What follows belongs to an exercise in optimizing a design on an open flow for small area; a production flow would make more cautious choices. At most, simulation tests tie the RTL to the original design; equivalence was not proved. The RTL of runs 1, 4 and 5 was laid out without a check of its function. Power is estimated from default activity; no workload was simulated.

==> flow/design.v <==
module rgb2ycbcr
(
    input clk,
    input rst_n,
    input [7:0] R,
    input [7:0] G,
    input [7:0] B,
    output [7:0] Y,
    output [7:0] Cb,
    output [7:0] Cr
);
reg [7:0] R_ff, G_ff, B_ff;
reg [7:0] Y1_ff;
reg [8:0] D_ff, E_ff;
reg [23:0] s2, s3;
reg [2:0] ph;
wire y1;
an2 u_y1 (.a(G_ff[0]), .b(B_ff[0]), .y(y1));
wire y2, y3;
fa u_y2 (.a(R_ff[0]), .b(G_ff[1]), .c(B_ff[1]), .y(y2), .z(y3));
wire y4;
an2 u_y4 (.a(y1), .b(y2), .y(y4));
wire y5, y6;
fa u_y5 (.a(R_ff[1]), .b(G_ff[2]), .c(B_ff[2]), .y(y5), .z(y6));
wire y7;
mj3 u_y7 (.a(y3), .b(y5), .c(y4), .y(y7));
wire y8, y9;
fa u_y8 (.a(R_ff[2]), .b(G_ff[3]), .c(B_ff[0]), .y(y8), .z(y9));
wire y10, y11;
fa u_y10 (.a(B_ff[3]), .b(y6), .c(y8), .y(y10), .z(y11));
wire y12;
an2 u_y12 (.a(y7), .b(y10), .y(y12));
wire y13, y14;
fa u_y13 (.a(R_ff[3]), .b(G_ff[4]), .c(B_ff[0]), .y(y13), .z(y14));
wire y15, y16;
fa u_y15 (.a(B_ff[1]), .b(B_ff[4]), .c(y9), .y(y15), .z(y16));
wire y17, y18;
fa u_y17 (.a(y13), .b(y11), .c(y15), .y(y17), .z(y18));
wire y19;
an2 u_y19 (.a(y12), .b(y17), .y(y19));
wire y20, y21;
fa u_y20 (.a(R_ff[4]), .b(G_ff[5]), .c(B_ff[1]), .y(y20), .z(y21));
wire y22, y23;
fa u_y22 (.a(B_ff[2]), .b(B_ff[5]), .c(y14), .y(y22), .z(y23));
wire y24, y25;
fa u_y24 (.a(y20), .b(y16), .c(y22), .y(y24), .z(y25));
wire y26;
mj3 u_y26 (.a(y18), .b(y24), .c(y19), .y(y26));
wire y27, y28;
fa u_y27 (.a(R_ff[0]), .b(R_ff[5]), .c(G_ff[6]), .y(y27), .z(y28));
wire y29, y30;
fa u_y29 (.a(B_ff[2]), .b(B_ff[3]), .c(B_ff[6]), .y(y29), .z(y30));
wire y31, y32;
fa u_y31 (.a(y21), .b(y27), .c(y29), .y(y31), .z(y32));
wire y33, y34;
fa u_y33 (.a(y23), .b(y31), .c(y25), .y(y33), .z(y34));
wire y35;
an2 u_y35 (.a(y26), .b(y33), .y(y35));
wire y36;
xn2 u_y36 (.a(R_ff[1]), .b(R_ff[6]), .y(y36));
wire y37;
or2 u_y37 (.a(R_ff[1]), .b(R_ff[6]), .y(y37));
wire y38, y39;
fa u_y38 (.a(G_ff[0]), .b(G_ff[7]), .c(B_ff[3]), .y(y38), .z(y39));
wire y40, y41;
fa u_y40 (.a(B_ff[4]), .b(B_ff[7]), .c(y36), .y(y40), .z(y41));
wire y42, y43;
fa u_y42 (.a(y28), .b(y30), .c(y38), .y(y42), .z(y43));
wire y44, y45;
fa u_y44 (.a(y40), .b(y32), .c(y42), .y(y44), .z(y45));
wire y46;
mj3 u_y46 (.a(y44), .b(y34), .c(y35), .y(y46));
wire y47, y48;
fa u_y47 (.a(R_ff[2]), .b(R_ff[7]), .c(G_ff[1]), .y(y47), .z(y48));
wire y49, y50;
fa u_y49 (.a(B_ff[4]), .b(B_ff[5]), .c(y37), .y(y49), .z(y50));
wire y51, y52;
fa u_y51 (.a(y39), .b(y47), .c(y41), .y(y51), .z(y52));
wire y53, y54;
fa u_y53 (.a(y49), .b(y43), .c(y51), .y(y53), .z(y54));
wire y55, y56;
fa u_y55 (.a(y45), .b(y53), .c(y46), .y(y55), .z(y56));
wire y57, y58;
fa u_y57 (.a(R_ff[3]), .b(G_ff[2]), .c(B_ff[5]), .y(y57), .z(y58));
wire y59, y60;
fa u_y59 (.a(B_ff[6]), .b(y48), .c(y57), .y(y59), .z(y60));
wire y61, y62;
fa u_y61 (.a(y50), .b(y52), .c(y59), .y(y61), .z(y62));
wire y63, y64;
fa u_y63 (.a(y54), .b(y61), .c(y56), .y(y63), .z(y64));
wire y65, y66;
fa u_y65 (.a(R_ff[4]), .b(G_ff[3]), .c(B_ff[6]), .y(y65), .z(y66));
wire y67, y68;
fa u_y67 (.a(B_ff[7]), .b(y58), .c(y65), .y(y67), .z(y68));
wire y69, y70;
fa u_y69 (.a(y60), .b(y67), .c(y62), .y(y69), .z(y70));
wire y71, y72;
ha u_y71 (.a(y64), .b(y69), .y(y71), .z(y72));
wire y73, y74;
fa u_y73 (.a(R_ff[5]), .b(G_ff[4]), .c(B_ff[7]), .y(y73), .z(y74));
wire y75, y76;
fa u_y75 (.a(y66), .b(y73), .c(y68), .y(y75), .z(y76));
wire y77, y78;
fa u_y77 (.a(y75), .b(y70), .c(y72), .y(y77), .z(y78));
wire y79;
xn2 u_y79 (.a(R_ff[6]), .b(G_ff[5]), .y(y79));
wire y80;
or2 u_y80 (.a(R_ff[6]), .b(G_ff[5]), .y(y80));
wire y81, y82;
fa u_y81 (.a(y79), .b(y74), .c(y76), .y(y81), .z(y82));
wire y83, y84;
ha u_y83 (.a(y78), .b(y81), .y(y83), .z(y84));
wire y85, y86;
fa u_y85 (.a(R_ff[7]), .b(G_ff[6]), .c(y80), .y(y85), .z(y86));
wire y87, y88;
fa u_y87 (.a(y85), .b(y82), .c(y84), .y(y87), .z(y88));
wire y89, y90;
fa u_y89 (.a(G_ff[7]), .b(y86), .c(y88), .y(y89), .z(y90));
wire d91;
xn2 u_d91 (.a(B_ff[0]), .b(G_ff[0]), .y(d91));
wire d92;
an2 u_d92 (.a(B_ff[0]), .b(~G_ff[0]), .y(d92));
wire d93, d94;
fa u_d93 (.a(B_ff[1]), .b(~G_ff[1]), .c(d92), .y(d93), .z(d94));
wire d95, d96;
fa u_d95 (.a(B_ff[2]), .b(~G_ff[2]), .c(d94), .y(d95), .z(d96));
wire d97, d98;
fa u_d97 (.a(B_ff[3]), .b(~G_ff[3]), .c(d96), .y(d97), .z(d98));
wire d99, d100;
fa u_d99 (.a(B_ff[4]), .b(~G_ff[4]), .c(d98), .y(d99), .z(d100));
wire d101, d102;
fa u_d101 (.a(B_ff[5]), .b(~G_ff[5]), .c(d100), .y(d101), .z(d102));
wire d103, d104;
fa u_d103 (.a(B_ff[6]), .b(~G_ff[6]), .c(d102), .y(d103), .z(d104));
wire d105, d106;
fa u_d105 (.a(B_ff[7]), .b(~G_ff[7]), .c(d104), .y(d105), .z(d106));
wire e107;
xn2 u_e107 (.a(R_ff[0]), .b(G_ff[0]), .y(e107));
wire e108;
an2 u_e108 (.a(R_ff[0]), .b(~G_ff[0]), .y(e108));
wire e109, e110;
fa u_e109 (.a(R_ff[1]), .b(~G_ff[1]), .c(e108), .y(e109), .z(e110));
wire e111, e112;
fa u_e111 (.a(R_ff[2]), .b(~G_ff[2]), .c(e110), .y(e111), .z(e112));
wire e113, e114;
fa u_e113 (.a(R_ff[3]), .b(~G_ff[3]), .c(e112), .y(e113), .z(e114));
wire e115, e116;
fa u_e115 (.a(R_ff[4]), .b(~G_ff[4]), .c(e114), .y(e115), .z(e116));
wire e117, e118;
fa u_e117 (.a(R_ff[5]), .b(~G_ff[5]), .c(e116), .y(e117), .z(e118));
wire e119, e120;
fa u_e119 (.a(R_ff[6]), .b(~G_ff[6]), .c(e118), .y(e119), .z(e120));
wire e121, e122;
fa u_e121 (.a(R_ff[7]), .b(~G_ff[7]), .c(e120), .y(e121), .z(e122));
wire cb123;
or2 u_cb123 (.a(E_ff[0]), .b(E_ff[1]), .y(cb123));
wire cb124;
mj3 u_cb124 (.a(E_ff[1]), .b(E_ff[2]), .c(cb123), .y(cb124));
wire cb125;
xn2 u_cb125 (.a(D_ff[0]), .b(E_ff[2]), .y(cb125));
wire cb126;
or2 u_cb126 (.a(D_ff[0]), .b(E_ff[2]), .y(cb126));
wire cb127;
mj3 u_cb127 (.a(E_ff[3]), .b(cb125), .c(cb124), .y(cb127));
wire cb128;
xn2 u_cb128 (.a(D_ff[1]), .b(E_ff[0]), .y(cb128));
wire cb129;
or2 u_cb129 (.a(D_ff[1]), .b(E_ff[0]), .y(cb129));
wire cb130, cb131;
fa u_cb130 (.a(E_ff[3]), .b(E_ff[4]), .c(cb126), .y(cb130), .z(cb131));
wire cb132;
mj3 u_cb132 (.a(cb128), .b(cb130), .c(cb127), .y(cb132));
wire cb133, cb134;
fa u_cb133 (.a(D_ff[2]), .b(E_ff[1]), .c(E_ff[4]), .y(cb133), .z(cb134));
wire cb135, cb136;
fa u_cb135 (.a(E_ff[5]), .b(cb129), .c(cb133), .y(cb135), .z(cb136));
wire cb137;
mj3 u_cb137 (.a(cb131), .b(cb135), .c(cb132), .y(cb137));
wire cb138;
xr2 u_cb138 (.a(D_ff[0]), .b(D_ff[3]), .y(cb138));
wire cb139;
or2 u_cb139 (.a(D_ff[3]), .b(~D_ff[0]), .y(cb139));
wire cb140, cb141;
fa u_cb140 (.a(E_ff[2]), .b(E_ff[5]), .c(E_ff[6]), .y(cb140), .z(cb141));
wire cb142, cb143;
fa u_cb142 (.a(cb138), .b(cb134), .c(cb140), .y(cb142), .z(cb143));
wire cb144;
mj3 u_cb144 (.a(cb136), .b(cb142), .c(cb137), .y(cb144));
wire cb145;
xr2 u_cb145 (.a(D_ff[1]), .b(D_ff[4]), .y(cb145));
wire cb146;
or2 u_cb146 (.a(D_ff[4]), .b(~D_ff[1]), .y(cb146));
wire cb147, cb148;
fa u_cb147 (.a(E_ff[3]), .b(E_ff[6]), .c(E_ff[7]), .y(cb147), .z(cb148));
wire cb149, cb150;
fa u_cb149 (.a(cb139), .b(cb145), .c(cb141), .y(cb149), .z(cb150));
wire cb151, cb152;
fa u_cb151 (.a(cb147), .b(cb143), .c(cb149), .y(cb151), .z(cb152));
wire cb153, cb154;
ha u_cb153 (.a(cb144), .b(cb151), .y(cb153), .z(cb154));
wire cb155, cb156;
fa u_cb155 (.a(D_ff[5]), .b(E_ff[4]), .c(E_ff[7]), .y(cb155), .z(cb156));
wire cb157, cb158;
fa u_cb157 (.a(~D_ff[2]), .b(E_ff[8]), .c(cb146), .y(cb157), .z(cb158));
wire cb159, cb160;
fa u_cb159 (.a(cb148), .b(cb155), .c(cb150), .y(cb159), .z(cb160));
wire cb161, cb162;
fa u_cb161 (.a(cb157), .b(cb152), .c(cb159), .y(cb161), .z(cb162));
wire cb163, cb164;
ha u_cb163 (.a(cb154), .b(cb161), .y(cb163), .z(cb164));
wire cb165, cb166;
fa u_cb165 (.a(D_ff[6]), .b(E_ff[5]), .c(E_ff[8]), .y(cb165), .z(cb166));
wire cb167, cb168;
fa u_cb167 (.a(~D_ff[3]), .b(cb156), .c(cb165), .y(cb167), .z(cb168));
wire cb169, cb170;
fa u_cb169 (.a(cb158), .b(cb167), .c(cb160), .y(cb169), .z(cb170));
wire cb171, cb172;
fa u_cb171 (.a(cb162), .b(cb169), .c(cb164), .y(cb171), .z(cb172));
wire cb173;
xr2 u_cb173 (.a(D_ff[4]), .b(D_ff[7]), .y(cb173));
wire cb174;
or2 u_cb174 (.a(D_ff[7]), .b(~D_ff[4]), .y(cb174));
wire cb175, cb176;
fa u_cb175 (.a(E_ff[6]), .b(cb173), .c(cb166), .y(cb175), .z(cb176));
wire cb177, cb178;
fa u_cb177 (.a(cb168), .b(cb175), .c(cb170), .y(cb177), .z(cb178));
wire cb179, cb180;
ha u_cb179 (.a(cb172), .b(cb177), .y(cb179), .z(cb180));
wire cb181, cb182;
fa u_cb181 (.a(~D_ff[5]), .b(D_ff[8]), .c(E_ff[7]), .y(cb181), .z(cb182));
wire cb183, cb184;
fa u_cb183 (.a(cb174), .b(cb181), .c(cb176), .y(cb183), .z(cb184));
wire cb185, cb186;
fa u_cb185 (.a(cb183), .b(cb178), .c(cb180), .y(cb185), .z(cb186));
wire cb187, cb188;
fa u_cb187 (.a(~D_ff[6]), .b(E_ff[8]), .c(cb182), .y(cb187), .z(cb188));
wire cb189, cb190;
fa u_cb189 (.a(cb187), .b(cb184), .c(cb186), .y(cb189), .z(cb190));
wire cb191;
xr2 u_cb191 (.a(D_ff[7]), .b(cb188), .y(cb191));
wire cb192;
or2 u_cb192 (.a(cb188), .b(~D_ff[7]), .y(cb192));
wire cb193, cb194;
ha u_cb193 (.a(cb190), .b(cb191), .y(cb193), .z(cb194));
wire cb195;
xr2 u_cb195 (.a(D_ff[8]), .b(cb192), .y(cb195));
wire cb196;
xr2 u_cb196 (.a(cb194), .b(cb195), .y(cb196));
wire cr197;
mj3 u_cr197 (.a(E_ff[0]), .b(D_ff[0]), .c(D_ff[3]), .y(cr197));
wire cr198;
xn2 u_cr198 (.a(E_ff[1]), .b(D_ff[1]), .y(cr198));
wire cr199;
or2 u_cr199 (.a(E_ff[1]), .b(D_ff[1]), .y(cr199));
wire cr200;
mj3 u_cr200 (.a(D_ff[4]), .b(cr198), .c(cr197), .y(cr200));
wire cr201, cr202;
fa u_cr201 (.a(E_ff[2]), .b(D_ff[2]), .c(D_ff[5]), .y(cr201), .z(cr202));
wire cr203;
mj3 u_cr203 (.a(cr199), .b(cr201), .c(cr200), .y(cr203));
wire cr204;
xr2 u_cr204 (.a(E_ff[0]), .b(E_ff[3]), .y(cr204));
wire cr205;
or2 u_cr205 (.a(E_ff[3]), .b(~E_ff[0]), .y(cr205));
wire cr206, cr207;
fa u_cr206 (.a(D_ff[3]), .b(D_ff[6]), .c(cr204), .y(cr206), .z(cr207));
wire cr208;
mj3 u_cr208 (.a(cr202), .b(cr206), .c(cr203), .y(cr208));
wire cr209;
xr2 u_cr209 (.a(E_ff[1]), .b(E_ff[4]), .y(cr209));
wire cr210;
or2 u_cr210 (.a(E_ff[4]), .b(~E_ff[1]), .y(cr210));
wire cr211, cr212;
fa u_cr211 (.a(D_ff[4]), .b(D_ff[7]), .c(cr205), .y(cr211), .z(cr212));
wire cr213, cr214;
fa u_cr213 (.a(cr209), .b(cr207), .c(cr211), .y(cr213), .z(cr214));
wire cr215, cr216;
ha u_cr215 (.a(cr208), .b(cr213), .y(cr215), .z(cr216));
wire cr217, cr218;
fa u_cr217 (.a(E_ff[5]), .b(D_ff[5]), .c(D_ff[8]), .y(cr217), .z(cr218));
wire cr219, cr220;
fa u_cr219 (.a(~E_ff[2]), .b(cr210), .c(cr217), .y(cr219), .z(cr220));
wire cr221, cr222;
fa u_cr221 (.a(cr212), .b(cr219), .c(cr214), .y(cr221), .z(cr222));
wire cr223, cr224;
ha u_cr223 (.a(cr216), .b(cr221), .y(cr223), .z(cr224));
wire cr225;
xr2 u_cr225 (.a(E_ff[3]), .b(E_ff[6]), .y(cr225));
wire cr226;
or2 u_cr226 (.a(E_ff[6]), .b(~E_ff[3]), .y(cr226));
wire cr227, cr228;
fa u_cr227 (.a(D_ff[6]), .b(cr225), .c(cr218), .y(cr227), .z(cr228));
wire cr229, cr230;
fa u_cr229 (.a(cr220), .b(cr227), .c(cr222), .y(cr229), .z(cr230));
wire cr231, cr232;
ha u_cr231 (.a(cr224), .b(cr229), .y(cr231), .z(cr232));
wire cr233;
xr2 u_cr233 (.a(E_ff[4]), .b(E_ff[7]), .y(cr233));
wire cr234;
or2 u_cr234 (.a(E_ff[7]), .b(~E_ff[4]), .y(cr234));
wire cr235, cr236;
fa u_cr235 (.a(D_ff[7]), .b(cr226), .c(cr233), .y(cr235), .z(cr236));
wire cr237, cr238;
fa u_cr237 (.a(cr228), .b(cr235), .c(cr230), .y(cr237), .z(cr238));
wire cr239, cr240;
ha u_cr239 (.a(cr232), .b(cr237), .y(cr239), .z(cr240));
wire cr241;
xr2 u_cr241 (.a(E_ff[5]), .b(E_ff[8]), .y(cr241));
wire cr242;
or2 u_cr242 (.a(E_ff[8]), .b(~E_ff[5]), .y(cr242));
wire cr243, cr244;
fa u_cr243 (.a(D_ff[8]), .b(cr234), .c(cr241), .y(cr243), .z(cr244));
wire cr245, cr246;
fa u_cr245 (.a(cr236), .b(cr243), .c(cr238), .y(cr245), .z(cr246));
wire cr247, cr248;
ha u_cr247 (.a(cr240), .b(cr245), .y(cr247), .z(cr248));
wire cr249, cr250;
fa u_cr249 (.a(~E_ff[6]), .b(cr242), .c(cr244), .y(cr249), .z(cr250));
wire cr251, cr252;
fa u_cr251 (.a(cr249), .b(cr246), .c(cr248), .y(cr251), .z(cr252));
wire cr253;
xr2 u_cr253 (.a(E_ff[7]), .b(cr250), .y(cr253));
wire cr254;
or2 u_cr254 (.a(cr250), .b(~E_ff[7]), .y(cr254));
wire cr255, cr256;
ha u_cr255 (.a(cr252), .b(cr253), .y(cr255), .z(cr256));
wire cr257;
xr2 u_cr257 (.a(E_ff[8]), .b(cr254), .y(cr257));
wire cr258;
xr2 u_cr258 (.a(cr256), .b(cr257), .y(cr258));
always @(posedge clk) begin
    R_ff <= R;
    G_ff <= G;
    B_ff <= B;
    Y1_ff <= {y90, y89, y87, y83, y77, y71, y63, y55};
    D_ff <= {d106, d105, d103, d101, d99, d97, d95, d93, d91};
    E_ff <= {e122, e121, e119, e117, e115, e113, e111, e109, e107};
    s2 <= {Y1_ff, {cb196, cb193, cb189, cb185, cb179, cb171, cb163, cb153}, {cr258, cr255, cr251, cr247, cr239, cr231, cr223, cr215}};
    s3 <= s2;
end
always @(posedge clk) begin
    ph[0] <= rst_n & ~ph[2];
    ph[1] <= rst_n & (ph[0] | ph[1]);
    ph[2] <= rst_n & ph[1];
end
wire on = ph[2] & ~ph[0];     
wire blk = ph[1] & ph[0];     
assign Y[0] = (on & s3[16]);
assign Y[1] = (on & s3[17]);
assign Y[2] = (on & s3[18]);
assign Y[3] = (on & s3[19]);
assign Y[4] = (on & s3[20]) | blk;
assign Y[5] = (on & s3[21]);
assign Y[6] = (on & s3[22]);
assign Y[7] = (on & s3[23]);
assign Cb[0] = (on & ~s3[8]);
assign Cb[1] = (on & ~s3[9]);
assign Cb[2] = (on & ~s3[10]);
assign Cb[3] = (on & ~s3[11]);
assign Cb[4] = (on & ~s3[12]);
assign Cb[5] = (on & ~s3[13]);
assign Cb[6] = (on & ~s3[14]);
assign Cb[7] = (on & ~s3[15]) | blk;
assign Cr[0] = (on & ~s3[0]);
assign Cr[1] = (on & ~s3[1]);
assign Cr[2] = (on & ~s3[2]);
assign Cr[3] = (on & ~s3[3]);
assign Cr[4] = (on & ~s3[4]);
assign Cr[5] = (on & ~s3[5]);
assign Cr[6] = (on & ~s3[6]);
assign Cr[7] = (on & ~s3[7]) | blk;
endmodule
module an2 (input a, input b, output y);
assign y = a & b;
endmodule
module fa (input a, input b, input c, output y, output z);
assign y = a ^ b ^ c;
assign z = (a & b) | (a & c) | (b & c);
endmodule
module ha (input a, input b, output y, output z);
assign y = a ^ b;
assign z = a & b;
endmodule
module mj3 (input a, input b, input c, output y);
assign y = (a & b) | (a & c) | (b & c);
endmodule
module or2 (input a, input b, output y);
assign y = a | b;
endmodule
module xn2 (input a, input b, output y);
assign y = ~(a ^ b);
endmodule
module xr2 (input a, input b, output y);
assign y = a ^ b;
endmodule
==> flow/run.sh <==
#!/bin/bash
# synth_recipe.tcl (not shown) runs the flow's synth.tcl, then flattens the netlist and writes it again
# the make line also repeats each setting of config.mk as NAME=value (left out here)
make -C /OpenROAD-flow-scripts/flow DESIGN_CONFIG=/design/flow/config.mk WORK_HOME=/design/flow/orfs CLKGATE_MAP_FILE= SYNTH_SCRIPT=/design/flow/synth_recipe.tcl finish
==> flow/config.mk <==
export PLATFORM = sky130hd
export DESIGN_NAME = rgb2ycbcr
export DESIGN_NICKNAME = rgb2ycbcr
export VERILOG_FILES = /design/flow/design.v
export SDC_FILE = /design/flow/constraint.sdc
export NUM_CORES = 4
export LEC_CHECK = 0
export CAP_MARGIN = 20
export CORE_MARGIN = 2
export CORE_UTILIZATION = 40
export SLEW_MARGIN = 20
export SYNTH_HIERARCHICAL = 1
==> flow/constraint.sdc <==
create_clock -name core_clock -period 5.0 [get_ports {clk}]
set_input_delay 1.0000 -clock core_clock [delete_from_list [all_inputs] [get_ports {clk}]]
set_output_delay 1.0000 -clock core_clock [all_outputs]
set_load 0.01 [all_outputs]
==> results of run 1 <==
-- registers in the layout (all words and copies together), names as in the netlist --
name	cells
Y1_ff	8
s2	24
D_ff	9
G_ff	8
E_ff	9
ph	3
R_ff	8
s3	24
B_ff	8
-- what timing repair did --
item	in CTS	in global routing
setup endpoints to repair	2	2
pin swaps	0	0
gates resized for setup	6	6
-- worst min path at each step --
stage | startpoint | to | slack, ps | cells after the start
2_1_floorplan | Y1_ff[0] | s2[16] | 310 | 0
3_3_place_gp | s2[12] | s3[12] | 310 | 0
3_5_place_dp | s2[0] | s3[0] | 310 | 0
4_1_cts | Y1_ff[5] | s2[21] | 330 | 0
5_1_grt | Y1_ff[5] | s2[21] | 330 | 0
6_report | Y1_ff[5] | s2[21] | 320 | 0
-- area by class of cell --
cell class / count / share of cell area, %
Timing Repair Buffer: 69 / 10.8
Multi-Input combinational cell: 187 / 44.7
Clock inverter: 7 / 1.98
Sequential cell: 101 / 34.1
Clock buffer: 9 / 3.80
Inverter: 25 / 1.58
Tap cell: 143 / 3.02
-- logic make-up after synthesis --
kind of cell	Yosys count	share of synthesized area [%]
compound gates	4	0.472
xor+xnor	21	3.85
fa+ha+maj	113	43.3
buf+inv	27	2.62
flops	101	42.3
simple gates	49	7.42
-- metal layers --
metal	GRT usage [%]	wire, µm	up-vias
met2	22.0	3730	58
li1	-	-	1112
met5	0	0	-
met3	3.11	329	7
met1	16.8	3170	1126
met4	3.41	59	0
-- Yosys stat by module (local to each module, per instance) --
| module | copies in the design | area, µm² | cells |
|---|---|---|---|
| rgb2ycbcr | 1 | 2380 | 158 |
| fa | 89 | 20.0 | 1 |
| ha | 12 | 12.5 | 1 |
| mj3 | 12 | 11.3 | 1 |
| xn2 | 7 | 8.76 | 1 |
| xr2 | 14 | 8.76 | 1 |
| an2 | 7 | 6.26 | 1 |
| or2 | 16 | 6.26 | 1 |
-- critical path, cell delays in order (launching register included) --
cell and delay [ps]:
dfxtp_2 330, fa_2 390, fa_1 500, fa_1 390, and2_1 150, maj3_2 290, and2_1 160, maj3_2 330
fa_2 340, fa_2 340, ha_2 190, fa_2 340, ha_2 190, fa_2 330, fa_1 440
-- per-stage QoR --
stage	setup TNS (ps)	utilization [%]
final	0	51.5
after global routing	0	51.5
after CTS	0	51.4
after detailed placement	-187	48.3
after global placement	-48.5	48.3
after floorplan	0	-
-- cells in the final DEF (no fill, tap or decap), types with 7 or more instances in the layout --
cell type	instances
xnor2_1	7
clkdlybuf4s50_1	49
or2_1	16
dfxtp_1	98
and2_1	15
ha_1	10
maj3_2	12
buf_4	20
nor2_4	10
fa_2	7
fa_1	82
clkbuf_16	9
inv_1	25
xor2_1	14
-- power groups by stage --
stage	registers (mW)	clock network (mW)	logic, mW
global placement	1.28	0	1.16
detailed placement	1.29	0	1.17
global route	1.29	0.830	1.43
finish	1.26	0.771	1.16
CTS	1.27	0.796	1.20
floorplan	1.26	0	0.849
==> flow_summary.yaml, run 1 <==
synth:
  synth_edf_count: 0
  syn_area_um2: 4770
  async_flop_share_pct: 0
  ys.warnings.count: 7
  synth.distinct_cells: 19
  yosysSeqAreaShare_pct: 42.3
  synth.most_common_cell: "dfxtp_1"
  yosys.area.top_type: "dfxtp_1"
  synth_nets: 442
  syn_inst: 315
  syn_area_per_cell_um2: 15.2
  synth_area_leaders: "dfxtp_1 (42%), fa_1 (37%), ha_1 (3.1%)"
  yosysTopAreaCellShare_pct: 42.3
  synth_common_cells: "dfxtp_1 (101), fa_1 (89), inv_1 (25)"
  ys_ff_latch: 101
  synth_ff_type: "dfxtp_1"
final_layout:
  nNetsFinal: 520
  layout-drive-gt1-share_pct: 18.1
  diodes: 0
  fin_area_um2: 5930
  syn_to_final_growth_pct: 24.2
  final_cells: 541
  n_fill_cell: 1001
  multi_input_comb_area_um2: 2650
  register_area_um2: 2030
timing:
  fin_ws_ps: 138
  relSlewSlack_pct: 70.8
  rsz0062_at_grt: "no"
  period_share_pct: 97.2
  fmax_ghz: 0.206
  hold_violations: 0
  finalSetupViolations: 0
  clock_skew_ps: 8.74
  layout_min_cycle_time_ps: 4860
  tightest_slew_ps: 437
  drv_slew: 0
  holdWs_ps: 323
cts:
  clock-sinks: 101
  cts_buffers: 9
  post-cts-setup-buffers: 0
  ctsHoldBuffers: 0
  clockBufferDepth: 2
  cts_root_buf: "clkbuf_16"
  cts-htree-levels: 3
  cts_tree: "yes"
  insertion_delay_ps: 340
  path_clk_slew_ps: 70
floorplanning:
  die_y_um: 113
  die-area_um2: 12800
  core-area_um2: 11500
  die_w_um: 113
  io_pins: 50
  rows: 39
  start_util_pct: 41.5
critical_path:
  crit_end: "Y1_ff[6]"
  worstReg2RegStart: "R_ff[2]"
  cp_data_required_time_ps: 5220
  worstSetupPathType: "register to register"
  rrSetupSlack_ps: 140
  cp-end-kind: "register"
  ff2ff_path_depth: 14
  regToRegEndpoint: "Y1_ff[6]"
  critPathArrivalTime_ps: 5080
  timing.critical_path.from: "R_ff[2]"
  worstSetupStartpointType: "register"
  critPathMaxFanout: 2
power_and_ir_drop:
  p_int_mw: 2.18
  power_density_nw_per_um2: 538
  total_power_mw: 3.19
  p_sw_share_pct: 31.7
  combinationalPowerShare_pct: 36.4
  p_leak_nw: 2.40
  p_switching_mw: 1.01
  ir_worst_vdd_v: 0.000168
  power_frac_seq_pct: 39.4
  clockPowerShare_pct: 24.2
drt:
  totalWireLength_mm: 7.29
  drc: 0
  drt-wirelength-per-cell_um: 13.5
  first_iter_violations: 62
  drt-pass1-iter-count: 17
  ant_nets: 0
  vias: 2303
  viasPerCell: 4.26
placement:
  place_hpwl_mm: 6.13
  port_buffers: 49
  gp_congestion: 0.836
  dp_cells: 525
  place_area_um2: 5560
  place_ws_ps: -128
global_routing:
  grt_pass1_vias: 2613
  antenna_found_initial: 0
  track_usage_pct: 13.0
  grt_max_degree: 20
  grt_pass1_wl_mm: 12.8
  overflow: 0
flow_run:
  maxCapViolCount: 0
outcome:
  status: "finished clean"
worst_hold_path:
  hold_class: "register to register"
==> inputs of run 2 (changes only) <==
--- a/flow/design.v
+++ b/flow/design.v
@@ -121,3 +121,3 @@
 wire d92;
-an2 u_d92 (.a(B_ff[0]), .b(~G_ff[0]), .y(d92));
+a2b u_d92 (.a(B_ff[0]), .b(G_ff[0]), .y(d92));
 wire d93, d94;
@@ -139,3 +139,3 @@
 wire e108;
-an2 u_e108 (.a(R_ff[0]), .b(~G_ff[0]), .y(e108));
+a2b u_e108 (.a(R_ff[0]), .b(G_ff[0]), .y(e108));
 wire e109, e110;
@@ -181,3 +181,3 @@
 wire cb139;
-or2 u_cb139 (.a(D_ff[3]), .b(~D_ff[0]), .y(cb139));
+o2b u_cb139 (.a(D_ff[3]), .b(D_ff[0]), .y(cb139));
 wire cb140, cb141;
@@ -191,3 +191,3 @@
 wire cb146;
-or2 u_cb146 (.a(D_ff[4]), .b(~D_ff[1]), .y(cb146));
+o2b u_cb146 (.a(D_ff[4]), .b(D_ff[1]), .y(cb146));
 wire cb147, cb148;
@@ -221,3 +221,3 @@
 wire cb174;
-or2 u_cb174 (.a(D_ff[7]), .b(~D_ff[4]), .y(cb174));
+o2b u_cb174 (.a(D_ff[7]), .b(D_ff[4]), .y(cb174));
 wire cb175, cb176;
@@ -241,3 +241,3 @@
 wire cb192;
-or2 u_cb192 (.a(cb188), .b(~D_ff[7]), .y(cb192));
+o2b u_cb192 (.a(cb188), .b(D_ff[7]), .y(cb192));
 wire cb193, cb194;
@@ -263,3 +263,3 @@
 wire cr205;
-or2 u_cr205 (.a(E_ff[3]), .b(~E_ff[0]), .y(cr205));
+o2b u_cr205 (.a(E_ff[3]), .b(E_ff[0]), .y(cr205));
 wire cr206, cr207;
@@ -271,3 +271,3 @@
 wire cr210;
-or2 u_cr210 (.a(E_ff[4]), .b(~E_ff[1]), .y(cr210));
+o2b u_cr210 (.a(E_ff[4]), .b(E_ff[1]), .y(cr210));
 wire cr211, cr212;
@@ -289,3 +289,3 @@
 wire cr226;
-or2 u_cr226 (.a(E_ff[6]), .b(~E_ff[3]), .y(cr226));
+o2b u_cr226 (.a(E_ff[6]), .b(E_ff[3]), .y(cr226));
 wire cr227, cr228;
@@ -299,3 +299,3 @@
 wire cr234;
-or2 u_cr234 (.a(E_ff[7]), .b(~E_ff[4]), .y(cr234));
+o2b u_cr234 (.a(E_ff[7]), .b(E_ff[4]), .y(cr234));
 wire cr235, cr236;
@@ -309,3 +309,3 @@
 wire cr242;
-or2 u_cr242 (.a(E_ff[8]), .b(~E_ff[5]), .y(cr242));
+o2b u_cr242 (.a(E_ff[8]), .b(E_ff[5]), .y(cr242));
 wire cr243, cr244;
@@ -323,3 +323,3 @@
 wire cr254;
-or2 u_cr254 (.a(cr250), .b(~E_ff[7]), .y(cr254));
+o2b u_cr254 (.a(cr250), .b(E_ff[7]), .y(cr254));
 wire cr255, cr256;
@@ -346,27 +346,31 @@
 wire on = ph[2] & ~ph[0];     
+wire off = ~on;
 wire blk = ph[1] & ph[0];     
-assign Y[0] = (on & s3[16]);
-assign Y[1] = (on & s3[17]);
-assign Y[2] = (on & s3[18]);
-assign Y[3] = (on & s3[19]);
-assign Y[4] = (on & s3[20]) | blk;
-assign Y[5] = (on & s3[21]);
-assign Y[6] = (on & s3[22]);
-assign Y[7] = (on & s3[23]);
-assign Cb[0] = (on & ~s3[8]);
-assign Cb[1] = (on & ~s3[9]);
-assign Cb[2] = (on & ~s3[10]);
-assign Cb[3] = (on & ~s3[11]);
-assign Cb[4] = (on & ~s3[12]);
-assign Cb[5] = (on & ~s3[13]);
-assign Cb[6] = (on & ~s3[14]);
-assign Cb[7] = (on & ~s3[15]) | blk;
-assign Cr[0] = (on & ~s3[0]);
-assign Cr[1] = (on & ~s3[1]);
-assign Cr[2] = (on & ~s3[2]);
-assign Cr[3] = (on & ~s3[3]);
-assign Cr[4] = (on & ~s3[4]);
-assign Cr[5] = (on & ~s3[5]);
-assign Cr[6] = (on & ~s3[6]);
-assign Cr[7] = (on & ~s3[7]) | blk;
+an2 u_Y0 (.a(on), .b(s3[16]), .y(Y[0]));
+an2 u_Y1 (.a(on), .b(s3[17]), .y(Y[1]));
+an2 u_Y2 (.a(on), .b(s3[18]), .y(Y[2]));
+an2 u_Y3 (.a(on), .b(s3[19]), .y(Y[3]));
+ao1 u_Y4 (.a(on), .b(s3[20]), .c(blk), .y(Y[4]));
+an2 u_Y5 (.a(on), .b(s3[21]), .y(Y[5]));
+an2 u_Y6 (.a(on), .b(s3[22]), .y(Y[6]));
+an2 u_Y7 (.a(on), .b(s3[23]), .y(Y[7]));
+nr2 u_Cb0 (.a(off), .b(s3[8]), .y(Cb[0]));
+nr2 u_Cb1 (.a(off), .b(s3[9]), .y(Cb[1]));
+nr2 u_Cb2 (.a(off), .b(s3[10]), .y(Cb[2]));
+nr2 u_Cb3 (.a(off), .b(s3[11]), .y(Cb[3]));
+nr2 u_Cb4 (.a(off), .b(s3[12]), .y(Cb[4]));
+nr2 u_Cb5 (.a(off), .b(s3[13]), .y(Cb[5]));
+nr2 u_Cb6 (.a(off), .b(s3[14]), .y(Cb[6]));
+ao2 u_Cb7 (.a(on), .b(s3[15]), .c(blk), .y(Cb[7]));
+nr2 u_Cr0 (.a(off), .b(s3[0]), .y(Cr[0]));
+nr2 u_Cr1 (.a(off), .b(s3[1]), .y(Cr[1]));
+nr2 u_Cr2 (.a(off), .b(s3[2]), .y(Cr[2]));
+nr2 u_Cr3 (.a(off), .b(s3[3]), .y(Cr[3]));
+nr2 u_Cr4 (.a(off), .b(s3[4]), .y(Cr[4]));
+nr2 u_Cr5 (.a(off), .b(s3[5]), .y(Cr[5]));
+nr2 u_Cr6 (.a(off), .b(s3[6]), .y(Cr[6]));
+ao2 u_Cr7 (.a(on), .b(s3[7]), .c(blk), .y(Cr[7]));
+endmodule
+module a2b (input a, input b, output y);
+assign y = a & ~b;
 endmodule
@@ -375,2 +379,8 @@
 endmodule
+module ao1 (input a, input b, input c, output y);
+assign y = (a & b) | c;
+endmodule
+module ao2 (input a, input b, input c, output y);
+assign y = (a & ~b) | c;
+endmodule
 module fa (input a, input b, input c, output y, output z);
@@ -386,2 +396,8 @@
 endmodule
+module nr2 (input a, input b, output y);
+assign y = ~(a | b);
+endmodule
+module o2b (input a, input b, output y);
+assign y = a | ~b;
+endmodule
 module or2 (input a, input b, output y);
==> flow/flow/run.sh (new file) <==
#!/bin/bash
# Layout: the standard ORFS flow (standard.sh, unchanged synthesis and
# steps), except that the input and output port buffers use the smallest
# buffer cell, sky130_fd_sc_hd__buf_1. The make output goes to orfs_make.log;
# each ORFS step keeps its own log under orfs/logs/.
set -euo pipefail
bash standard.sh "BUFFER_PORTS_ARGS=-buffer_cell sky130_fd_sc_hd__buf_1" finish > orfs_make.log 2>&1
==> flow/standard.sh (new file) <==
#!/bin/bash
# synth_recipe.tcl (not shown) runs the flow's synth.tcl, then flattens the netlist and writes it again
# the make line also repeats each setting of config.mk as NAME=value (left out here)
make -C /OpenROAD-flow-scripts/flow DESIGN_CONFIG=/design/flow/config.mk WORK_HOME=/design/flow/orfs CLKGATE_MAP_FILE= SYNTH_SCRIPT=/design/flow/synth_recipe.tcl "${@:-finish}"
--- a/flow/config.mk
+++ b/flow/config.mk
@@ -9,3 +9,5 @@
 export CORE_MARGIN = 2
-export CORE_UTILIZATION = 40
+export CORE_UTILIZATION = 60
+export CTS_BUF_LIST = sky130_fd_sc_hd__clkbuf_8
+export PLACE_DENSITY = 0.7
 export SLEW_MARGIN = 20
removed: flow/run.sh
==> run 2 against run 1 <==
  * Cell count down 9.6%
  * Via count up 0.52%
  * Sequential cell count unchanged
  * Sequential share of layout area up 3.8 points
  * Synthesized area down 2.6%
  * Global-route usage up 6.7 points
  * Count of clock-buffer cells in the layout unchanged
  * Sequential power about the same
  * Utilization up 19 points
  * Critical path type unchanged
  * Critical endpoint unchanged
  * Highest routed layer unchanged
==> flow_summary.yaml, run 2 <==
synth:
  synth_edf_count: 0
  ys.warnings.count: 7
  yosysSeqAreaShare_pct: 43.5
  syn_area_um2: 4650
  synth_area_leaders: "dfxtp_1 (43%), fa_1 (38%), ha_1 (3.2%)"
  yosysTopAreaCellShare_pct: 43.5
  yosys.area.top_type: "dfxtp_1"
  synth_nets: 430
  synth.most_common_cell: "dfxtp_1"
  async_flop_share_pct: 0
  synth.distinct_cells: 16
  synth_common_cells: "dfxtp_1 (101), fa_1 (89), inv_1 (15)"
  ys_ff_latch: 101
  syn_area_per_cell_um2: 15.3
  syn_inst: 303
  synth_ff_type: "dfxtp_1"
global_routing:
  overflow: 0
  grt_max_degree: 19
  grt_pass1_vias: 2547
  antenna_found_initial: 0
  grt_pass1_wl_mm: 12.2
  track_usage_pct: 19.7
power_and_ir_drop:
  p_leak_nw: 2.19
  power_density_nw_per_um2: 547
  ir_worst_vdd_v: 0.000208
critical_path:
  critPathMaxStageDelay_ps: 530
  path_cells: "fa_2 -> fa_1 -> fa_1 -> and2_4 -> maj3_2 -> and2_1 -> maj3_2 -> fa_2 -> fa_2 -> ha_2 -> fa_1 -> ha_2 -> fa_2 -> fa_1"
  critPathTopFamily: "adder cells"
  cp-end-kind: "register"
  critPathArrivalTime_ps: 5170
  cp_num_buf_inv: 0
  cp_data_required_time_ps: 5260
  critPathMaxFanout: 2
  worstSetupStartpointType: "register"
  worstSetupPathType: "register to register"
  cp_slowest_cell: "fa_1"
worst_hold_path:
  hold_class: "register to register"
final_layout:
  diodes: 0
  final_cells: 489
  nNetsFinal: 509
  syn_to_final_growth_pct: 14.8
  layout-drive-gt1-share_pct: 15.5
  most-common-layout-cells: "dfxtp_1 (98), fa_1 (84), buf_1 (49)"
  reg_top3: "s2 (24), s3 (24)"
  layout.cells.most_common: "dfxtp_1"
outcome:
  status: "finished clean"
drt:
  vias: 2315
  first_iter_violations: 55
  drt-pass1-iter-count: 4
  drc: 0
  ant_nets: 0
  totalWireLength_mm: 7.07
  viasPerCell: 4.73
  drt-wirelength-per-cell_um: 14.4
placement:
  dp_cells: 472
  port_buffers: 49
  gp_congestion: 0.887
  place_hpwl_mm: 5.74
  place_ws_ps: -85.1
cts:
  insertion_delay_ps: 370
  path_clk_slew_ps: 100
  cts_root_buf: "clkbuf_8"
  cts-htree-levels: 3
  ctsHoldBuffers: 0
  cts_tree: "yes"
  clockBufferDepth: 2
  cts_buffers: 9
  clock-sinks: 101
floorplanning:
  core-area_um2: 7610
  io_pins: 50
  die-area_um2: 8470
  rows: 32
  start_util_pct: 61.1
  die_y_um: 92.0
  die_w_um: 92.0
flow_run:
  maxCapViolCount: 0
timing:
  fmax_ghz: 0.204
  setup_tns_ps: 0
  fin_ws_ps: 94.1
  period_share_pct: 98.1
  layout_min_cycle_time_ps: 4910
  finalSetupViolations: 0
  tightest_slew_ps: 575
  relSlewSlack_pct: 61.6
  hold_violations: 0
  clock_skew_ps: 12.7
  drv_slew: 0
run 2: changes by cell type after synthesis, moves of 2 or more:
cell      delta
nor2_4      -10
nor2_1      +10
or2_1       -10
o21ai_0      -3
nand2b_1    +11
a21o_1       +3
nor2b_4      +2
inv_1       -10
run 2: repair_timing:
action | 4_1_cts | 5_1_grt
gates cloned | 0 | 0
gates resized for setup | 6 | 5
setup buffers | 0 | 1
pin swaps | 0 | 5
setup endpoints to repair | 2 | 2
run 2: metal layers:
metal	up-vias	part of all wire [%]	GRT usage (%)	routed length, µm
met5	-	0	0	0
met4	0	1.9	8.46	132
met3	12	3.5	4.19	248
met2	52	53	33.6	3740
met1	1160	42	24.4	2940
li1	1091	-	-	-
run 2: area by class of cell:
type,instances,area [µm²]
clock buffers,9,124
clock inverters,7,83.8
fillers,551,2270
inverters,15,56.3
multi-input cells,187,2590
flip-flops and latches,101,2030
well taps,102,128
repair buffers,68,327
run 2: final timing paths:
check | to | cells past startpoint | slack, ps | from
setup / recovery | Y1_ff[6] | 14 | 90 | G_ff[3]
hold reg to reg | s3[10] | 0 | 330 | s2[10]
hold / removal | s3[10] | 0 | 330 | s2[10]
setup reg to reg | Y1_ff[6] | 14 | 90 | G_ff[3]
run 2: Yosys stat by module, one instance, submodules excluded, excerpt:
module  times used  cell area [µm²]  cells inside
xn2              7             8.76             1
o2b             10             6.26             1
a2b              2             13.8             1
ha              12             12.5             1
an2             12             6.26             1
xr2             14             8.76             1
fa              89             20.0             1
run 2: power breakdown:
part	switching (mW)	internal, mW	total, mW
Sequential	0.118	1.12	1.24
Clock	0.286	0.238	0.524
Combinational	0.571	0.589	1.16
run 2: through the flow:
step,power (mW),util (%),cell area (µm²),hold WS (ps)
CTS,2.96,69.9,5310,333
detailed placement,2.43,67.0,5090,312
global route,3.22,70.1,5330,342
floorplan,2.07,-,4650,310
global placement,2.36,67.0,5090,310
finish,2.92,70.1,5330,332
run 2: kinds of logic after synthesis:
group,Yosys count,synth area share [%]
adder cells (fa/ha/maj),113,44.5
flip-flops,101,43.5
AND/OR/NAND/NOR,49,6.22
XOR/XNOR,21,3.96
buffers and inverters,15,1.21
AO/OA/AOI/OAI,4,0.646
==> inputs of run 3 (changes only) <==
==> flow/run.sh (new file) <==
#!/bin/bash
# synth_recipe.tcl (not shown) runs the flow's synth.tcl, then flattens the netlist and writes it again
# the make line also repeats each setting of config.mk as NAME=value (left out here)
make -C /OpenROAD-flow-scripts/flow DESIGN_CONFIG=/design/flow/config.mk WORK_HOME=/design/flow/orfs CLKGATE_MAP_FILE= SYNTH_SCRIPT=/design/flow/synth_recipe.tcl finish
removed: flow/flow/run.sh
removed: flow/standard.sh
==> run 3 against run 2 <==
  * Synthesized area is the same
  * Sequential power about the same
  * Non-clock buffer count increased by 1
  * Combinational power about the same
  * Total power is 1.1% higher
  * Sequential cell count did not move
  * Wire length increased by 0.72%
  * Clock skew decreased by 4.3 ps
==> flow_summary.yaml, run 3 <==
outcome:
  status: "finished clean"
global_routing:
  antenna_found_initial: 0
  grt_pass1_wl_mm: 12.5
  overflow: 0
  grt_pass1_vias: 2673
  grt_max_degree: 20
  track_usage_pct: 19.6
critical_path:
  critPathMaxFanout: 2
  critPathArrivalTime_ps: 5120
  worstSetupStartpointType: "register"
  path_cells: "fa_2 -> fa_1 -> fa_1 -> and2_1 -> maj3_2 -> and2_1 -> maj3_2 -> fa_2 -> fa_2 -> ha_2 -> fa_2 -> ha_2 -> fa_2 -> fa_1"
  critPathMaxStageDelay_ps: 510
  cp-end-kind: "register"
  worstSetupPathType: "register to register"
  critPathTopFamily: "adder cells"
  crit_top_cell: "fa_2"
  cp_num_buf_inv: 0
  cp_data_required_time_ps: 5250
  cp_slowest_cell: "fa_1"
cts:
  clockBufferDepth: 2
  cts_root_buf: "clkbuf_8"
  cts-htree-levels: 3
  clock-sinks: 101
  path_clk_slew_ps: 100
  ctsHoldBuffers: 0
  cts_buffers: 9
  cts_tree: "yes"
  insertion_delay_ps: 360
timing:
  period_share_pct: 97.4
  clock_skew_ps: 8.43
  relSlewSlack_pct: 65.8
  fmax_ghz: 0.205
  layout_min_cycle_time_ps: 4870
  hold_violations: 0
  tightest_slew_ps: 512
  setup_tns_ps: 0
  finalSetupViolations: 0
  rsz0062_at_grt: "no"
  drv_slew: 0
synth:
  syn_area_um2: 4650
  synth_edf_count: 0
  synth_ff_type: "dfxtp_1"
  yosysSeqAreaShare_pct: 43.5
  async_flop_share_pct: 0
  synth_common_cells: "dfxtp_1 (101), fa_1 (89), inv_1 (15)"
  ys.warnings.count: 7
  syn_area_per_cell_um2: 15.3
  synth.most_common_cell: "dfxtp_1"
  syn_inst: 303
  yosysTopAreaCellShare_pct: 43.5
  synth.distinct_cells: 16
  ys_ff_latch: 101
  yosys.area.top_type: "dfxtp_1"
  synth_nets: 430
  synth_area_leaders: "dfxtp_1 (43%), fa_1 (38%), ha_1 (3.2%)"
drt:
  drt-wirelength-per-cell_um: 14.5
  totalWireLength_mm: 7.12
  drc: 0
  first_iter_violations: 74
  viasPerCell: 4.67
  vias: 2289
  drt-pass1-iter-count: 4
  ant_nets: 0
floorplanning:
  rows: 32
  core-area_um2: 7610
  die-area_um2: 8470
  io_pins: 50
  start_util_pct: 61.1
  die_w_um: 92.0
  die_y_um: 92.0
power_and_ir_drop:
  p_leak_nw: 2.32
  power_density_nw_per_um2: 523
  ir_worst_vdd_v: 0.000244
worst_hold_path:
  hold_class: "register to register"
final_layout:
  most-common-layout-cells: "dfxtp_1 (98), fa_1 (83), clkdlybuf4s50_1 (49)"
  final_cells: 490
  nNetsFinal: 510
  reg_top3: "s2 (24), s3 (24)"
  diodes: 0
  final_util_pct: 74.3
  layout-drive-gt1-share_pct: 16.0
  layout.cells.most_common: "dfxtp_1"
  syn_to_final_growth_pct: 21.6
placement:
  gp_congestion: 0.855
  place_hpwl_mm: 5.94
  dp_cells: 474
  port_buffers: 49
flow_run:
  maxCapViolCount: 0
==> run 3: power by group <==
part / internal [mW] / leakage (nW) / switching (mW)
clock network: 0.243 / 0.104 / 0.291
logic: 0.615 / 1.36 / 0.571
registers: 1.12 / 0.852 / 0.117
==> run 3: final timing paths <==
check	from	to	slack, ps	cells after the start
max	R_ff[2]	Y1_ff[6]	130	14
min reg2reg	s2[11]	s3[11]	330	0
min	s2[11]	s3[11]	330	0
max reg2reg	R_ff[2]	Y1_ff[6]	130	14
==> run 3: layout make-up <==
cell class | instances | area, µm²
clock inverters | 7 | 86.3
clock buffers | 9 | 124
repair buffers | 69 | 641
inverters | 15 | 56.3
flip-flops and latches | 101 | 2030
multi-input cells | 187 | 2590
fillers | 498 | 1960
well taps | 102 | 128
==> run 3: modules after synthesis (local to each module, per instance) <==
| module | times used | area, µm² | cells inside | flip-flops and latches |
|---|---|---|---|---|
| an2 | 12 | 6.26 | 1 | 0 |
| ao2 | 2 | 11.3 | 2 | 0 |
| o2b | 10 | 6.26 | 1 | 0 |
| or2 | 6 | 6.26 | 1 | 0 |
| nr2 | 14 | 3.75 | 1 | 0 |
| fa | 89 | 20.0 | 1 | 0 |
| xr2 | 14 | 8.76 | 1 | 0 |
| a2b | 2 | 13.8 | 1 | 0 |
| ha | 12 | 12.5 | 1 | 0 |
| xn2 | 7 | 8.76 | 1 | 0 |
| ao1 | 1 | 7.51 | 1 | 0 |
| rgb2ycbcr | 1 | 2110 | 120 | 101 |
| mj3 | 12 | 11.3 | 1 | 0 |
==> run 3: worst register-to-register path, stage by stage (launching register included) <==
cell and delay, ps:
dfxtp_2 350, fa_2 380, fa_1 520, fa_1 400
and2_1 150, maj3_2 310, and2_1 160, maj3_2 330
fa_2 350, fa_2 340, ha_2 190, fa_2 330
ha_2 190, fa_2 330, fa_1 430
==> run 3: stage by stage <==
step           total power [mW]  hold WS (ps)  instance area (µm²)  setup slack (ps)
2_1_floorplan              2.07           310                 4650              6.56
3_3_place_gp               2.39           310                 5420             -27.7
3_5_place_dp               2.45           312                 5420              -123
4_1_cts                    3.00           333                 5640              3.94
5_1_grt                    3.27           338                 5650              3.63
6_report                   2.95           333                 5650               130
==> run 3: what timing repair did <==
item | in CTS | in global routing
gates resized for setup | 8 | 3
buffers inserted | 0 | 0
pin swaps | 1 | 1
endpoints found under the setup margin | 2 | 2
==> run 3: logic make-up (layout without fill, tap and decap cells) <==
kind of cell,Yosys count,in the layout,synth area share [%]
buf+inv,15,100,1.21
xor+xnor,21,21,3.96
compound gates,4,4,0.646
fa+ha+maj,113,113,44.5
simple gates,49,49,6.22
flops,101,101,43.5
==> run 3: per-layer routing <==
metal,global-route usage (%),vias up,share of wire (%),wire length (µm)
met3,3.29,13,2.9,204
li1,-,1090,-,-
met1,23.5,1130,42,2960
met4,6.84,0,1.5,110
met2,35.8,56,54,3840
met5,0,-,0,0
==> inputs of run 4 (changes only) <==
--- a/flow/design.v
+++ b/flow/design.v
@@ -247,3 +247,3 @@
 wire cb196;
-xr2 u_cb196 (.a(cb194), .b(cb195), .y(cb196));
+xn2 u_cb196 (.a(cb194), .b(cb195), .y(cb196));
 wire cr197;
@@ -329,3 +329,3 @@
 wire cr258;
-xr2 u_cr258 (.a(cr256), .b(cr257), .y(cr258));
+xn2 u_cr258 (.a(cr256), .b(cr257), .y(cr258));
 always @(posedge clk) begin
@@ -363,3 +363,3 @@
 nr2 u_Cb6 (.a(off), .b(s3[14]), .y(Cb[6]));
-ao2 u_Cb7 (.a(on), .b(s3[15]), .c(blk), .y(Cb[7]));
+ao1 u_Cb7 (.a(on), .b(s3[15]), .c(blk), .y(Cb[7]));
 nr2 u_Cr0 (.a(off), .b(s3[0]), .y(Cr[0]));
@@ -371,3 +371,3 @@
 nr2 u_Cr6 (.a(off), .b(s3[6]), .y(Cr[6]));
-ao2 u_Cr7 (.a(on), .b(s3[7]), .c(blk), .y(Cr[7]));
+ao1 u_Cr7 (.a(on), .b(s3[7]), .c(blk), .y(Cr[7]));
 endmodule
@@ -382,5 +382,2 @@
 endmodule
-module ao2 (input a, input b, input c, output y);
-assign y = (a & ~b) | c;
-endmodule
 module fa (input a, input b, input c, output y, output z);
==> flow/flow/run.sh (new file) <==
#!/bin/bash
# Layout: the standard ORFS flow (standard.sh, unchanged synthesis and
# steps), except that the input and output port buffers use the smallest
# buffer cell, sky130_fd_sc_hd__buf_1. The make output goes to orfs_make.log;
# each ORFS step keeps its own log under orfs/logs/.
set -euo pipefail
bash standard.sh "BUFFER_PORTS_ARGS=-buffer_cell sky130_fd_sc_hd__buf_1" finish > orfs_make.log 2>&1
==> flow/standard.sh (new file) <==
#!/bin/bash
# synth_recipe.tcl (not shown) runs the flow's synth.tcl, then flattens the netlist and writes it again
# the make line also repeats each setting of config.mk as NAME=value (left out here)
make -C /OpenROAD-flow-scripts/flow DESIGN_CONFIG=/design/flow/config.mk WORK_HOME=/design/flow/orfs CLKGATE_MAP_FILE= SYNTH_SCRIPT=/design/flow/synth_recipe.tcl "${@:-finish}"
--- a/flow/config.mk
+++ b/flow/config.mk
@@ -11,2 +11,3 @@
 export CTS_BUF_LIST = sky130_fd_sc_hd__clkbuf_8
+export GPL_TIMING_DRIVEN = 0
 export PLACE_DENSITY = 0.7
removed: flow/run.sh
==> run 4 against run 3 <==
  * Non-clock buffer count down 17
  * Clock skew barely moved
  * Maximum frequency is 0.20% lower
  * Highest routed layer unchanged
  * Count of clock-buffer cells in the layout grew 2
  * Largest cell class unchanged
  * Sequential power about the same
  * Total power rose by 0.25%
  * Global-route usage is 0.82 points lower
  * Clock power up 4.7%
==> flow_summary.yaml, run 4 <==
outcome:
  status: "finished clean"
drt:
  drt-pass1-iter-count: 4
  ant_nets: 0
  totalWireLength_mm: 6.72
  viasPerCell: 4.59
  drc: 0
  drt-wirelength-per-cell_um: 14.3
  vias: 2164
  first_iter_violations: 30
synth:
  synth_edf_count: 0
  async_flop_share_pct: 0
  synth_common_cells: "dfxtp_1 (101), fa_1 (89), and2_1 (14), nor2_1 (14), inv_1 (13)"
  yosysTopAreaCellShare_pct: 43.6
  synth_ff_type: "dfxtp_1"
  synth.distinct_cells: 16
  synth.most_common_cell: "dfxtp_1"
  syn_area_um2: 4640
  synth_area_leaders: "dfxtp_1 (44%), fa_1 (38%), ha_1 (3.2%)"
  synth_nets: 428
  yosys.area.top_type: "dfxtp_1"
  syn_inst: 301
  ys.warnings.count: 7
  yosysSeqAreaShare_pct: 43.6
  syn_area_per_cell_um2: 15.4
  ys_ff_latch: 101
timing:
  period_share_pct: 97.6
  clock_skew_ps: 8.91
  tightest_slew_ps: 560
  finalSetupViolations: 0
  layout_min_cycle_time_ps: 4880
  relSlewSlack_pct: 62.6
  fmax_ghz: 0.205
  drv_slew: 0
  fin_ws_ps: 120
  rsz0062_at_grt: "no"
  hold_violations: 0
floorplanning:
  die_y_um: 91.9
  rows: 32
  die_w_um: 91.9
  io_pins: 50
  start_util_pct: 61.0
  die-area_um2: 8450
  core-area_um2: 7610
critical_path:
  rrSetupSlack_ps: 120
  critPathMaxStageDelay_ps: 500
  path_cells: "fa_2 -> fa_1 -> fa_1 -> and2_4 -> maj3_2 -> and2_4 -> maj3_2 -> fa_2 -> fa_2 -> ha_4 -> fa_2 -> ha_4 -> fa_2 -> fa_1"
  cp_slowest_cell: "fa_1"
  ff2ff_path_depth: 14
  worstReg2RegStart: "G_ff[3]"
  worstSetupStartpointType: "register"
  cp-end-kind: "register"
  crit_top_cell: "fa_2"
  regToRegEndpoint: "Y1_ff[6]"
  critPathArrivalTime_ps: 5140
  critPathMaxFanout: 2
  worstSetupPathType: "register to register"
  cp_data_required_time_ps: 5260
global_routing:
  grt_pass1_wl_mm: 11.7
  track_usage_pct: 18.8
  grt_max_degree: 19
  overflow: 0
  antenna_found_initial: 0
  grt_pass1_vias: 2468
final_layout:
  nNetsFinal: 491
  fin_area_um2: 5270
  n_fill_cell: 573
  layout.cells.most_common: "dfxtp_1"
  syn_to_final_growth_pct: 13.6
  multi_input_comb_area_um2: 2620
  final_cells: 471
  most-common-layout-cells: "dfxtp_1 (95), fa_1 (81), buf_1 (49)"
  register_area_um2: 2040
  diodes: 0
  reg_top3: "s2 (24), s3 (24)"
  layout-drive-gt1-share_pct: 14.1
cts:
  cts_root_buf: "clkbuf_8"
  clockBufferDepth: 2
  cts_tree: "yes"
  cts_buffers: 9
  ctsHoldBuffers: 0
  insertion_delay_ps: 370
  path_clk_slew_ps: 100
  clock-sinks: 101
  cts-htree-levels: 3
placement:
  place_hpwl_mm: 5.38
  place_area_um2: 4950
  place_ws_ps: -240
  port_buffers: 49
  dp_cells: 452
  gp_congestion: 0.852
worst_hold_path:
  min_from: "s2[1]"
  min_path_cells: 0
  holdPathEnd: "s3[1]"
  hold_class: "register to register"
power_and_ir_drop:
  total_power_mw: 2.96
  ir_worst_vdd_v: 0.000283
  power_density_nw_per_um2: 562
  p_leak_nw: 2.11
flow_run:
  maxCapViolCount: 0
==> run 4: changes by cell type after synthesis, sizes merged <==
cell   previous run  this run
inv              15        13
xnor2             7         9
xor2             14        12
==> run 4: per-module statistics from Yosys, one instance, submodules excluded, excerpt <==
module	flops+latches	times used	area, µm²
fa	0	89	20.0
a2b	0	2	13.8
ha	0	12	12.5
mj3	0	12	11.3
xn2	0	9	8.76
ao1	0	3	7.51
an2	0	12	6.26
or2	0	6	6.26
o2b	0	10	6.26
nr2	0	14	3.75
==> run 4: cell type report <==
type / count / share of cell area [%]
Multi-Input combinational cell: 187 / 49.7
Sequential cell: 101 / 38.7
Timing Repair Buffer: 52 / 3.92
Clock buffer: 11 / 2.87
Tap cell: 102 / 2.42
Clock inverter: 5 / 1.42
Inverter: 13 / 0.926
==> run 4: worst max path at each step <==
stage | startpoint | to | slack, ps | cells after the start
global placement | R_ff[2] | Y1_ff[6] | -200 | 14
finish | G_ff[3] | Y1_ff[6] | 120 | 14
floorplan | R_ff[2] | Y1_ff[6] | 7 | 14
detailed placement | B_ff[0] | Y1_ff[6] | -240 | 14
global route | B_ff[0] | Y1_ff[6] | 9 | 14
CTS | G_ff[3] | Y1_ff[6] | -4 | 14
==> run 4: metrics by stage <==
stage | setup TNS (ps) | hold WS [ps] | utilization [%]
2_1_floorplan | 0 | 310 | -
3_3_place_gp | -339 | 310 | 65.1
3_5_place_dp | -421 | 312 | 65.1
4_1_cts | -4.39 | 334 | 69.0
5_1_grt | 0 | 335 | 69.3
6_report | 0 | 333 | 69.3
==> run 4: critical path, delay by kind of cell (launching register included) <==
kind          cells  cell delay (ps)
fa+ha+maj        12             4110
flops             1              360
simple gates      2              300
==> run 4: repair_timing <==
| action | in CTS | in global routing |
|---|---|---|
| endpoints found under the setup margin | 2 | 2 |
| pin swaps | 5 | 3 |
| setup buffers | 2 | 1 |
| resized for setup | 19 | 6 |
==> run 4: cells by family (layout without fill, tap and decap cells) <==
logic type / count (synthesis) / count (layout) / synth area share [%]
xor gates and xnor gates: 21 / 21 / 3.96
DFF: 101 / 101 / 43.6
buffers and inverters: 13 / 81 / 1.05
and+or+nand+nor: 49 / 49 / 6.23
AOI/OAI and AO/OA: 4 / 4 / 0.647
adders and majority gates: 113 / 113 / 44.5
==> run 4: layer usage <==
| layer | track usage [%] | part of all wire [%] | up-vias |
|---|---|---|---|
| met5 | 0 | 0 | - |
| met4 | 7.46 | 2.1 | 0 |
| met1 | 23.7 | 43 | 1054 |
| li1 | - | - | 1051 |
| met3 | 4.27 | 3.5 | 12 |
| met2 | 31.7 | 52 | 47 |
==> run 4: power by group <==
| group | switching, mW | internal (mW) |
|---|---|---|
| logic | 0.555 | 0.597 |
| registers | 0.134 | 1.12 |
| clock network | 0.289 | 0.270 |
| total | 0.977 | 1.98 |
==> inputs of run 5 (changes only) <==
==> flow/flow/run.sh (replaced) <==
#!/bin/bash
# Layout: the standard ORFS flow (standard.sh, unchanged synthesis and
# steps), except that the input and output port buffers use the smallest
# buffer cell, sky130_fd_sc_hd__buf_1, and clock tree synthesis inserts no
# dummy loads. The make output goes to orfs_make.log; each ORFS step keeps its
# own log under orfs/logs/.
set -euo pipefail
bash standard.sh "BUFFER_PORTS_ARGS=-buffer_cell sky130_fd_sc_hd__buf_1" \
  "CTS_ARGS=-sink_clustering_enable -repair_clock_nets -buf_list sky130_fd_sc_hd__clkbuf_8 -dont_use_dummy_load" \
  finish > orfs_make.log 2>&1
--- a/flow/config.mk
+++ b/flow/config.mk
@@ -11,3 +11,2 @@
 export CTS_BUF_LIST = sky130_fd_sc_hd__clkbuf_8
-export GPL_TIMING_DRIVEN = 0
 export PLACE_DENSITY = 0.7
==> run 5 against run 4 <==
  * Largest cell class unchanged
  * Utilization down 0.20 points
  * Critical endpoint unchanged
  * Synthesized area unchanged
  * Die area unchanged
  * Highest routed layer unchanged
==> flow_summary.yaml, run 5 <==
cts:
  insertion_delay_ps: 360
  path_clk_slew_ps: 90
  clock-sinks: 101
  cts_tree: "yes"
  clockBufferDepth: 2
  cts_root_buf: "clkbuf_8"
  cts_buffers: 9
  cts-htree-levels: 3
timing:
  holdWs_ps: 319
  tightest_slew_ps: 523
  relSlewSlack_pct: 65.0
  setup_tns_ps: 0
  fmax_ghz: 0.204
  hold_violations: 0
  layout_min_cycle_time_ps: 4890
  period_share_pct: 97.8
  finalSetupViolations: 0
  drv_slew: 0
  clock_skew_ps: 28.4
critical_path:
  regToRegEndpoint: "Y1_ff[6]"
  timing.critical_path.from: "R_ff[1]"
  critPathMaxStageDelay_ps: 460
  critPathTopFamily: "adder cells"
  crit_top_cell: "fa_1"
  crit_end: "Y1_ff[6]"
  critPathArrivalTime_ps: 5140
  cp_slowest_cell: "fa_1"
  worstReg2RegStart: "R_ff[1]"
  cp.depth: 14
  worstSetupPathType: "register to register"
  cp_num_buf_inv: 0
  cp_data_required_time_ps: 5250
  critPathMaxFanout: 2
  cp-end-kind: "register"
  ff2ff_path_depth: 14
  path_cells: "fa_1 -> fa_1 -> fa_1 -> and2_1 -> maj3_2 -> and2_1 -> maj3_2 -> fa_2 -> fa_2 -> ha_2 -> fa_1 -> ha_2 -> fa_2 -> fa_1"
  worstSetupStartpointType: "register"
  rrSetupSlack_ps: 110
synth:
  synth_xor_area_share_pct: 3.96
  syn_area_um2: 4640
  async_flop_share_pct: 0
  synth.distinct_cells: 16
  synth_compound_area_share_pct: 0.647
  ys_ff_latch: 101
  synth_top_family_by_area: "adder cells"
  yosysTopAreaCellShare_pct: 43.6
  ys.warnings.count: 7
  yosys-mux-area-fraction_pct: 0
  synth_fa_ha_area_share_pct: 44.5
  syn_inst: 301
  yosys.area.top_type: "dfxtp_1"
  yosysSeqAreaShare_pct: 43.6
  synth_simple_gate_area_share_pct: 6.23
  synth_edf_count: 0
  synth_ff_type: "dfxtp_1"
  synth_common_cells: "dfxtp_1 (101), fa_1 (89), and2_1 (14), nor2_1 (14), inv_1 (13)"
  synth_nets: 428
  synth_area_leaders: "dfxtp_1 (44%), fa_1 (38%), ha_1 (3.2%)"
  synth.most_common_cell: "dfxtp_1"
  syn_area_per_cell_um2: 15.4
floorplanning:
  core-area_um2: 7610
  start_util_pct: 61.0
  rows: 32
  die-area_um2: 8450
  die_y_um: 91.9
  die_w_um: 91.9
  io_pins: 50
final_layout:
  final_util_pct: 69.1
  layout.cells.most_common: "dfxtp_1"
  diodes: 0
  final_cells: 482
  nNetsFinal: 509
  reg_top3: "s2 (24), s3 (24)"
  most-common-layout-cells: "dfxtp_1 (99), fa_1 (83), buf_1 (49)"
  syn_to_final_growth_pct: 13.3
  layout-drive-gt1-share_pct: 14.5
drt:
  totalWireLength_mm: 6.80
  drc: 0
  ant_nets: 0
  vias: 2227
  drt-wirelength-per-cell_um: 14.1
  first_iter_violations: 54
  drt-pass1-iter-count: 4
  viasPerCell: 4.62
placement:
  dp_cells: 473
  gp_congestion: 0.883
  port_buffers: 49
  place_hpwl_mm: 5.81
global_routing:
  grt_pass1_wl_mm: 11.5
  grt_pass1_vias: 2493
  grt_max_degree: 19
  antenna_found_initial: 0
  track_usage_pct: 18.6
  overflow: 0
power_and_ir_drop:
  ir_worst_vdd_v: 0.000207
  total_power_mw: 2.78
  p_leak_nw: 2.14
  power_density_nw_per_um2: 529
worst_hold_path:
  hold_class: "register to register"
flow_run:
  maxCapViolCount: 0
outcome:
  status: "finished clean"
-- run 5: worst min-delay path by stage --
stage                        end     start  cells past startpoint  slack, ps
after floorplan           s2[16]  Y1_ff[0]                      0        310
after global placement     s3[0]     s2[0]                      0        310
after detailed placement  s2[16]  Y1_ff[0]                      0        310
after CTS                 s2[16]  Y1_ff[0]                      0        320
after global routing      s2[16]  Y1_ff[0]                      0        320
final                     s2[16]  Y1_ff[0]                      0        320
-- run 5: cell type report --
type	instances	area [µm²]
fill	565	2350
inverter	13	48.8
multi-input combinational	187	2590
timing repair buffer	70	342
clock buffer	9	124
tap	102	128
sequential	101	2020
-- run 5: timing repair --
action	CTS	global route
resized for setup	8	2
pin swaps	3	1
endpoints found under the setup margin	2	2
setup buffers	0	0
hold buffers	0	0
-- run 5: routing by layer --
metal | part of all wire [%] | global-route usage (%) | vias to the layer above | wire length, µm
met4 | 2.4 | 7.71 | 0 | 163
li1 | - | - | 1079 | -
met2 | 53 | 33.5 | 44 | 3590
met1 | 42 | 21.5 | 1092 | 2830
met5 | 0 | 0 | - | 0
met3 | 3.2 | 4.27 | 12 | 220
-- run 5: metrics by stage --
| stage | instance area, µm² | setup WS [ps] |
|---|---|---|
| after CTS | 5250 | 8.56 |
| after detailed placement | 5110 | -116 |
| after floorplan | 4640 | 6.56 |
| after global placement | 5110 | -40.3 |
| after global routing | 5260 | -2.92 |
| final | 5260 | 108 |
-- run 5: modules after synthesis, one instance, submodules excluded, a selection --
module | flip-flops and latches | cells | times used | cell area, µm²
mj3 | 0 | 1 | 12 | 11.3
an2 | 0 | 1 | 12 | 6.26
or2 | 0 | 1 | 6 | 6.26
ao1 | 0 | 1 | 3 | 7.51
ha | 0 | 1 | 12 | 12.5
o2b | 0 | 1 | 10 | 6.26
rgb2ycbcr | 101 | 120 | 1 | 2110
-- run 5: power by group --
part	internal, mW	switching [mW]
Clock	0.162	0.229
Sequential	1.12	0.115
Combinational	0.591	0.567
Total	1.87	0.910
-- run 5: logic make-up after synthesis --
group	after synthesis
simple gates	49
compound gates	4
fa+ha+maj	113
xor+xnor	21
flops	101
buf+inv	13

afterwards: timing with drivers on the ports:
In the flow no input, the clock included, has a driving cell. The finished layouts below were timed again as built, in two steps. Step 1 sets driving cells, clkbuf_16 on the clock port and buf_2 on the other inputs (assumed; they add their load-dependent delay and slew). Step 2 adds t to the input delays and takes it off the output delays; t is the mean of the earliest and latest rising clock arrival at the registers after step 1. Input paths then give back, and output paths get back, about the clock's delay inside the block. a / b / c = no drivers / after step 1 / after step 2; a / b = the first two.
| run | shift t [ns] | setup WS [ns] | hold WS [ns] | worst setup path at the end | latest minus earliest clock arrival (ns) |
|---|---|---|---|---|---|
| run 1 | 0.371 | 0.138 / 0.138 / 0.138 | 0.323 / 0.323 / 0.323 | register to register | 0.009 / 0.009 |
| run 2 | 0.399 | 0.094 / 0.094 / 0.094 | 0.332 / 0.332 / 0.332 | register to register | 0.014 / 0.014 |
| run 3 | 0.387 | 0.130 / 0.130 / 0.130 | 0.333 / 0.333 / 0.333 | register to register | 0.011 / 0.010 |
| run 4 | 0.400 | 0.120 / 0.120 / 0.120 | 0.333 / 0.333 / 0.333 | register to register | 0.011 / 0.010 |
| run 5 | 0.380 | 0.108 / 0.108 / 0.108 | 0.319 / 0.319 / 0.319 | register to register | 0.038 / 0.037 |
After both steps setup and hold are still met in every run listed.
